This is an optimization exercise on Yosys and OpenROAD, whose aim is small area, not a production implementation.
Function not checked in this run: the RTL went through the layout flow alone.

--- flow/config.mk ---
export PLATFORM = sky130hd
export DESIGN_NAME = median_filter_resource_optimized
export DESIGN_NICKNAME = median_filter_resource_optimized
export VERILOG_FILES = /design/flow/design.v
export SDC_FILE = /design/flow/constraint.sdc
export NUM_CORES = 4
export LEC_CHECK = 0
export CAP_MARGIN = 20
export CORE_MARGIN = 2
export CORE_UTILIZATION = 40
export SLEW_MARGIN = 20
--- flow/constraint.sdc ---
create_clock -name core_clock -period 5.0 [get_ports {ck100m}]
set_input_delay 1.0000 -clock core_clock [delete_from_list [all_inputs] [get_ports {ck100m}]]
set_output_delay 1.0000 -clock core_clock [all_outputs]
set_load 0.01 [all_outputs]
--- flow/design.v ---
module median_filter_resource_optimized
(
    input                ck100m,
    input                srst_n,
    input                enable,
    input        [15:0]  in,
    output               out_enable,
    output reg   [15:0]  out
);
    localparam int NT = 7;              
    localparam int L  = 17;             
    localparam int N  = 18;             
    reg [15:0] win  [0:9];
    reg [15:0] tail [0:NT-1];
    reg [L-1:0] cand;
    reg [2:0]  k;
    reg [3:0]  nval;                     
    reg [3:0]  cnt;                      
    wire idle  = (cnt == 4'd0) | (cnt == 4'd13);
    wire start = idle & enable;
    assign out_enable = (cnt == 4'd13);
    wire [2:0] dig = idle ? 3'd0 : cnt[2:0];
    always @(posedge ck100m or negedge srst_n) begin
        if (~srst_n) begin
            cnt  <= 4'd0;
            nval <= 4'd0;
        end else begin
            cnt <= start ? 4'd1 : (idle ? 4'd0 : cnt + 4'd1);
            if (enable && nval != 4'd10) nval <= nval + 4'd1;
        end
    end
    always @(posedge ck100m) begin
        if (enable) begin
            win[0] <= in;
            for (int i = 1; i < 10; i++) win[i] <= win[i-1];
            for (int t = 0; t < NT; t++)
                for (int b = 0; b < 14 - 2*t; b++)
                    tail[t][b] <= (t == 0) ? win[9][b] : tail[t-1][b];
        end
    end
    logic [1:0] lane [0:N-1];
    always_comb begin
        for (int n = 0; n < N; n++) lane[n] = 2'b00;
        for (int n = 0; n < 10; n++)
            for (int j = 0; j < 8; j++)
                if (dig == j) lane[n] = win[n][15-2*j -: 2];
        for (int t = 0; t < NT; t++)
            for (int j = t + 1; j < 8; j++)
                if (dig == j) lane[10+t] = tail[t][15-2*j -: 2];
        lane[L] = in[15:14];
    end
    function automatic [4:0] popcnt18(input [17:0] x);
        logic t1, t2, t3, t4, t5, t6, t7, t8, t9, t10, t11, t12, t13, t14, t15, t16, t17, t18, t19, t20, t21, t22, t23, t24, t25, t26, t27, t28, t29, t30, t31, t32;
        t1 = x[0] ^ x[1] ^ x[2]; t2 = (x[0] & x[1]) | (x[0] & x[2]) | (x[1] & x[2]);
        t3 = x[3] ^ x[4] ^ x[5]; t4 = (x[3] & x[4]) | (x[3] & x[5]) | (x[4] & x[5]);
        t5 = x[6] ^ x[7] ^ x[8]; t6 = (x[6] & x[7]) | (x[6] & x[8]) | (x[7] & x[8]);
        t7 = x[9] ^ x[10] ^ x[11]; t8 = (x[9] & x[10]) | (x[9] & x[11]) | (x[10] & x[11]);
        t9 = x[12] ^ x[13] ^ x[14]; t10 = (x[12] & x[13]) | (x[12] & x[14]) | (x[13] & x[14]);
        t11 = x[15] ^ x[16] ^ x[17]; t12 = (x[15] & x[16]) | (x[15] & x[17]) | (x[16] & x[17]);
        t13 = t1 ^ t3 ^ t5; t14 = (t1 & t3) | (t1 & t5) | (t3 & t5);
        t15 = t7 ^ t9 ^ t11; t16 = (t7 & t9) | (t7 & t11) | (t9 & t11);
        t17 = t2 ^ t4 ^ t6; t18 = (t2 & t4) | (t2 & t6) | (t4 & t6);
        t19 = t8 ^ t10 ^ t12; t20 = (t8 & t10) | (t8 & t12) | (t10 & t12);
        t21 = t13 ^ t15; t22 = t13 & t15;
        t23 = t14 ^ t16 ^ t17; t24 = (t14 & t16) | (t14 & t17) | (t16 & t17);
        t25 = t22 ^ t23 ^ t19; t26 = (t22 & t23) | (t22 & t19) | (t23 & t19);
        t27 = t24 ^ t18 ^ t20; t28 = (t24 & t18) | (t24 & t20) | (t18 & t20);
        t29 = t26 ^ t27; t30 = t26 & t27;
        t31 = t30 ^ t28; t32 = t30 & t28;
        popcnt18 = {t32, t31, t29, t25, t21};
    endfunction
    logic [N-1:0] c_cur, lt1, lt2, lt3, c_new;
    logic [4:0] a1, a2, a3, asel;
    logic [2:0] k_cur, k_new;
    logic [1:0] d;
    always_comb begin
        if (idle) begin
            for (int n = 0; n < L; n++) c_cur[n] = (n < 10) && (n < nval);
            c_cur[L] = 1'b1;
            k_cur = (nval < 4'd5) ? 3'd7 : nval[2:0] - 3'd5;
        end else begin
            c_cur = {1'b0, cand};
            k_cur = k;
        end
        for (int n = 0; n < N; n++) begin
            lt1[n] = c_cur[n] & ~lane[n][1] & ~lane[n][0];
            lt2[n] = c_cur[n] & ~lane[n][1];
            lt3[n] = c_cur[n] & ~(lane[n][1] & lane[n][0]);
        end
        a1 = popcnt18(lt1);
        a2 = popcnt18(lt2);
        a3 = popcnt18(lt3);
        if (k_cur == 3'd7)                              begin d = 2'd0; asel = 5'd0; end
        else if (a3[4:3] == 2'b00 && a3[2:0] <= k_cur) begin d = 2'd3; asel = a3; end
        else if (a2[4:3] == 2'b00 && a2[2:0] <= k_cur) begin d = 2'd2; asel = a2; end
        else if (a1[4:3] == 2'b00 && a1[2:0] <= k_cur) begin d = 2'd1; asel = a1; end
        else                                            begin d = 2'd0; asel = 5'd0; end
        k_new = k_cur - asel[2:0];
        for (int n = 0; n < N; n++) c_new[n] = c_cur[n] & (lane[n] == d);
    end
    always @(posedge ck100m) begin
        k <= k_new;
        cand <= enable ? c_new[L-1:0] << 1 | {{(L-1){1'b0}}, c_new[L]} : c_new[L-1:0];
        for (int j = 0; j < 8; j++)
            if (dig == j && (j == 0 ? idle : !cnt[3])) out[15-2*j -: 2] <= d;
    end
endmodule
--- flow/run.sh ---
#!/bin/bash
# synth_recipe.tcl (not shown) runs the flow's synth.tcl, then flattens the netlist and writes it again
# the make line also repeats each setting of config.mk as NAME=value (left out here)
make -C /OpenROAD-flow-scripts/flow DESIGN_CONFIG=/design/flow/config.mk WORK_HOME=/design/flow/orfs CLKGATE_MAP_FILE= SYNTH_SCRIPT=/design/flow/synth_recipe.tcl finish
==> run notes <==
==> what timing repair did <==
action / in CTS / in global routing
resized for setup: 124 / 73
setup buffers: 27 / 13
cloned: 2 / 1
endpoints found under the setup margin: 36 / 36
pin swaps: 44 / 42
==> final timing paths <==
| check | end | depth (start not counted) |
|---|---|---|
| worst min register to register | win[5][6] | 0 |
| worst min-delay path | win[5][6] | 0 |
| worst max register to register | cand[13] | 28 |
| worst max-delay path | cand[13] | 28 |
| min in group asynchronous | cnt[2] | 1 |
| max in group asynchronous | cnt[0] | 1 |
==> metal layers <==
layer | up-vias | GRT usage | wire, um
met2 | 220 | 0.323 | 15000
met5 | - | 0 | 0
li1 | 4040 | - | -
met3 | 46 | 0.0257 | 1470
met1 | 4314 | 0.258 | 13300
met4 | 0 | 0.0511 | 770
==> cell usage after synthesis (4+ instances only) <==
cell type / number
nor2b_1: 12
a21oi_1: 55
nand2b_1: 4
a2bb2oi_1: 13
a221oi_1: 20
xor2_1: 11
nor3_1: 10
fa_1: 39
o21ai_0: 37
buf_2: 16
or3_1: 8
a31oi_1: 8
buf_1: 7
nand2_1: 83
or2_2: 9
and2_1: 5
dfrtp_1: 8
and3_1: 4
mux2i_1: 11
nand4_1: 4
clkbuf_1: 19
nand3_1: 13
xnor2_1: 32
ha_1: 25
a22oi_1: 6
o41ai_1: 8
inv_1: 57
o31ai_1: 4
dfxtp_1: 20
o22ai_1: 26
a22o_1: 5
edfxtp_1: 232
mux2_2: 10
o2bb2ai_1: 4
nor2_1: 77
a211oi_1: 8
==> metrics by stage <==
stage	worst slack, ns	hold slack [ns]	util
after detailed placement	-1.76	0.430	0.486
final	-1.53	0.442	0.558
after global routing	-1.72	0.453	0.558
after CTS	-1.45	0.443	0.542
after global placement	-1.72	0.424	0.486
after floorplan	-1.58	0.418	-
==> sequential cells by signal, summed over array words and instances (netlist names) <==
name	cells
cand	17
cnt	4
k	3
nval	4
out	16
tail	56
win	160
==> cells by family (layout without fill, tap and decap cells) <==
family,after synthesis,count (layout),synth area share
adders and majority gates,65,65,0.0898
xor gates and xnor gates,43,43,0.0306
and+or+nand+nor,236,236,0.0867
AOI/OAI and AO/OA,218,218,0.120
DFF,260,260,0.616
buffers and inverters,105,389,0.0354
muxes,24,24,0.0215
==> area by class of cell <==
| type | count | area (um2) | area share |
|---|---|---|---|
| Timing Repair Buffer | 278 | 2470 | 0.145 |
| Tap cell | 396 | 495 | 0.0292 |
| Clock inverter | 13 | 108 | 0.00633 |
| Multi-Input combinational cell | 586 | 5370 | 0.316 |
| Inverter | 60 | 241 | 0.0142 |
| Sequential cell | 260 | 7570 | 0.445 |
| Clock buffer | 38 | 748 | 0.0440 |
==> critical path, delay by kind of cell, from the launching register on <==
kind,cells,cell delay (ns)
flops,1,0.44
buf+inv,9,1.03
compound gates,7,1.13
simple gates,5,1.38
xor+xnor,1,0.15
fa+ha+maj,6,2.28
==> impl_metrics.toml <==
[outcome]
status = "finished with violations"
so_faults = "setup timing"

[clock_network]
cts.sinks = 260
clk_latency_ns = 0.55
cts_root_buffer = "clkbuf_16"
htreeDepth = 1
cts_tree = "built"
clk_pin_slew_ns = 0.06
cts_buffer_depth = 3
cts_buffers = 28
ctsHoldBuffers = 0

[logic_synthesis]
ys_warn_count = 4
avgSynthCellArea_um2 = 12.9
async_reset_ff_frac = 0.0308
synth.distinct_cells = 66
yosysSeqAreaShare = 0.616
synth_top_area_frac = 0.567
ys_dominant_reg_cell = "edfxtp_1"
synthesis.nets = 1034
synth_area_leader_cell = "edfxtp_1"
syn_area_mm2 = 0.0123
synth-edff-count = 232
synthCells = 951
synth_seq_cells = 260
synth_area_leaders = "edfxtp_1 57%, fa_1 6.4%, dfxtp_1 3.3%"

[layout]
diodes = 0
layout_commonest_cell = "edfxtp_1"
fin_cells = 1631
drive_gt1_frac = 0.385
num-nets-final = 1297
final_area_mm2 = 0.0170
fillers = 2472
layout_common_cells = "232 x edfxtp_1, 206 x buf_4, 75 x nand2_1"
area_delta_synth_final_pct = 38.3

[drt]
detail_route.first_pass.iterations = 7
vias = 8620
drtAntennaViolNets = 0
wl_per_cell_um = 18.7
vias_per_cell = 5.29
drt-total-wl_um = 30600
first_iter_violations = 673
drc = 0

[setup_path]
r2r_slack_ns = -1.53
critPathLaunch = "cnt[0]"
required_ns = 5.46
max_stage_delay_ns = 0.55
cp-start-kind = "flip-flop"
critPathArrivalTime_ns = 6.99
path_class = "reg -> reg"
crit_path_max_fanout = 5
end_kind = "flip-flop"
crit_slowest_cell = "fa_2"
r2r_start = "cnt[0]"

[sta]
rsz0062_at_grt = "yes"
fin_ws_ns = -1.53
maxSlewViolCount = 0
relSlewSlack = 0.482
tightest_slew_ns = 0.778
hold_viol_final = 0
fmax_mhz = 153
finalCriticalPeriod_ns = 6.53
tns_ns = -45.15
skew_ns = 0.0160
setup_viol = 36
post-route-period-util = 1.31

[flow_run]
maxCapViolations = 0

[global_route]
grt_pass1_wl_um = 47300
overflow = 0
grt_max_degree = 110
antenna_found_initial = 0
grt_usage = 0.191
grt_pass1_vias = 8650

[placement]
dpl_cell_area_mm2 = 0.0148
gp_congestion = 0.885
numPlacedInstances = 1542
io_buffer_count = 35
hpwl_um = 20700

[floorplanning]
die_area_mm2 = 0.0321
die_y_um = 179
coreArea_mm2 = 0.0304
initial_core_util = 0.404
std_cell_rows = 64
die_w_um = 179
ios = 36

[min_path]
hp-class = "reg -> reg"
hold_path.startpoint = "win[4][6]"

re-timing with driven ports:
The flow's constraints put no driver on any port. The routed layout listed below was extracted and timed again, unchanged, in two steps.
Step 1, drivers: a clkbuf_16 drives ck100m and a buf_2 each remaining input, both assumed.
Step 2 times the ports against the registers' clock, not the clock port: input delays grow and output delays shrink by t, the midpoint of the rising clock arrivals with the driver on.
a / b / c = ideal / step 1 / step 2; a / b = the first two.
t (ns): 0.592
setup WS [ns]: -1.531 / -1.531 / -1.531
worst setup path after step 2: register to register
worst register clock-pin slew, ns: 0.07 / 0.07
The setup slack of this run moves by 0.000 ns with the drivers and by 0.000 ns with both steps.
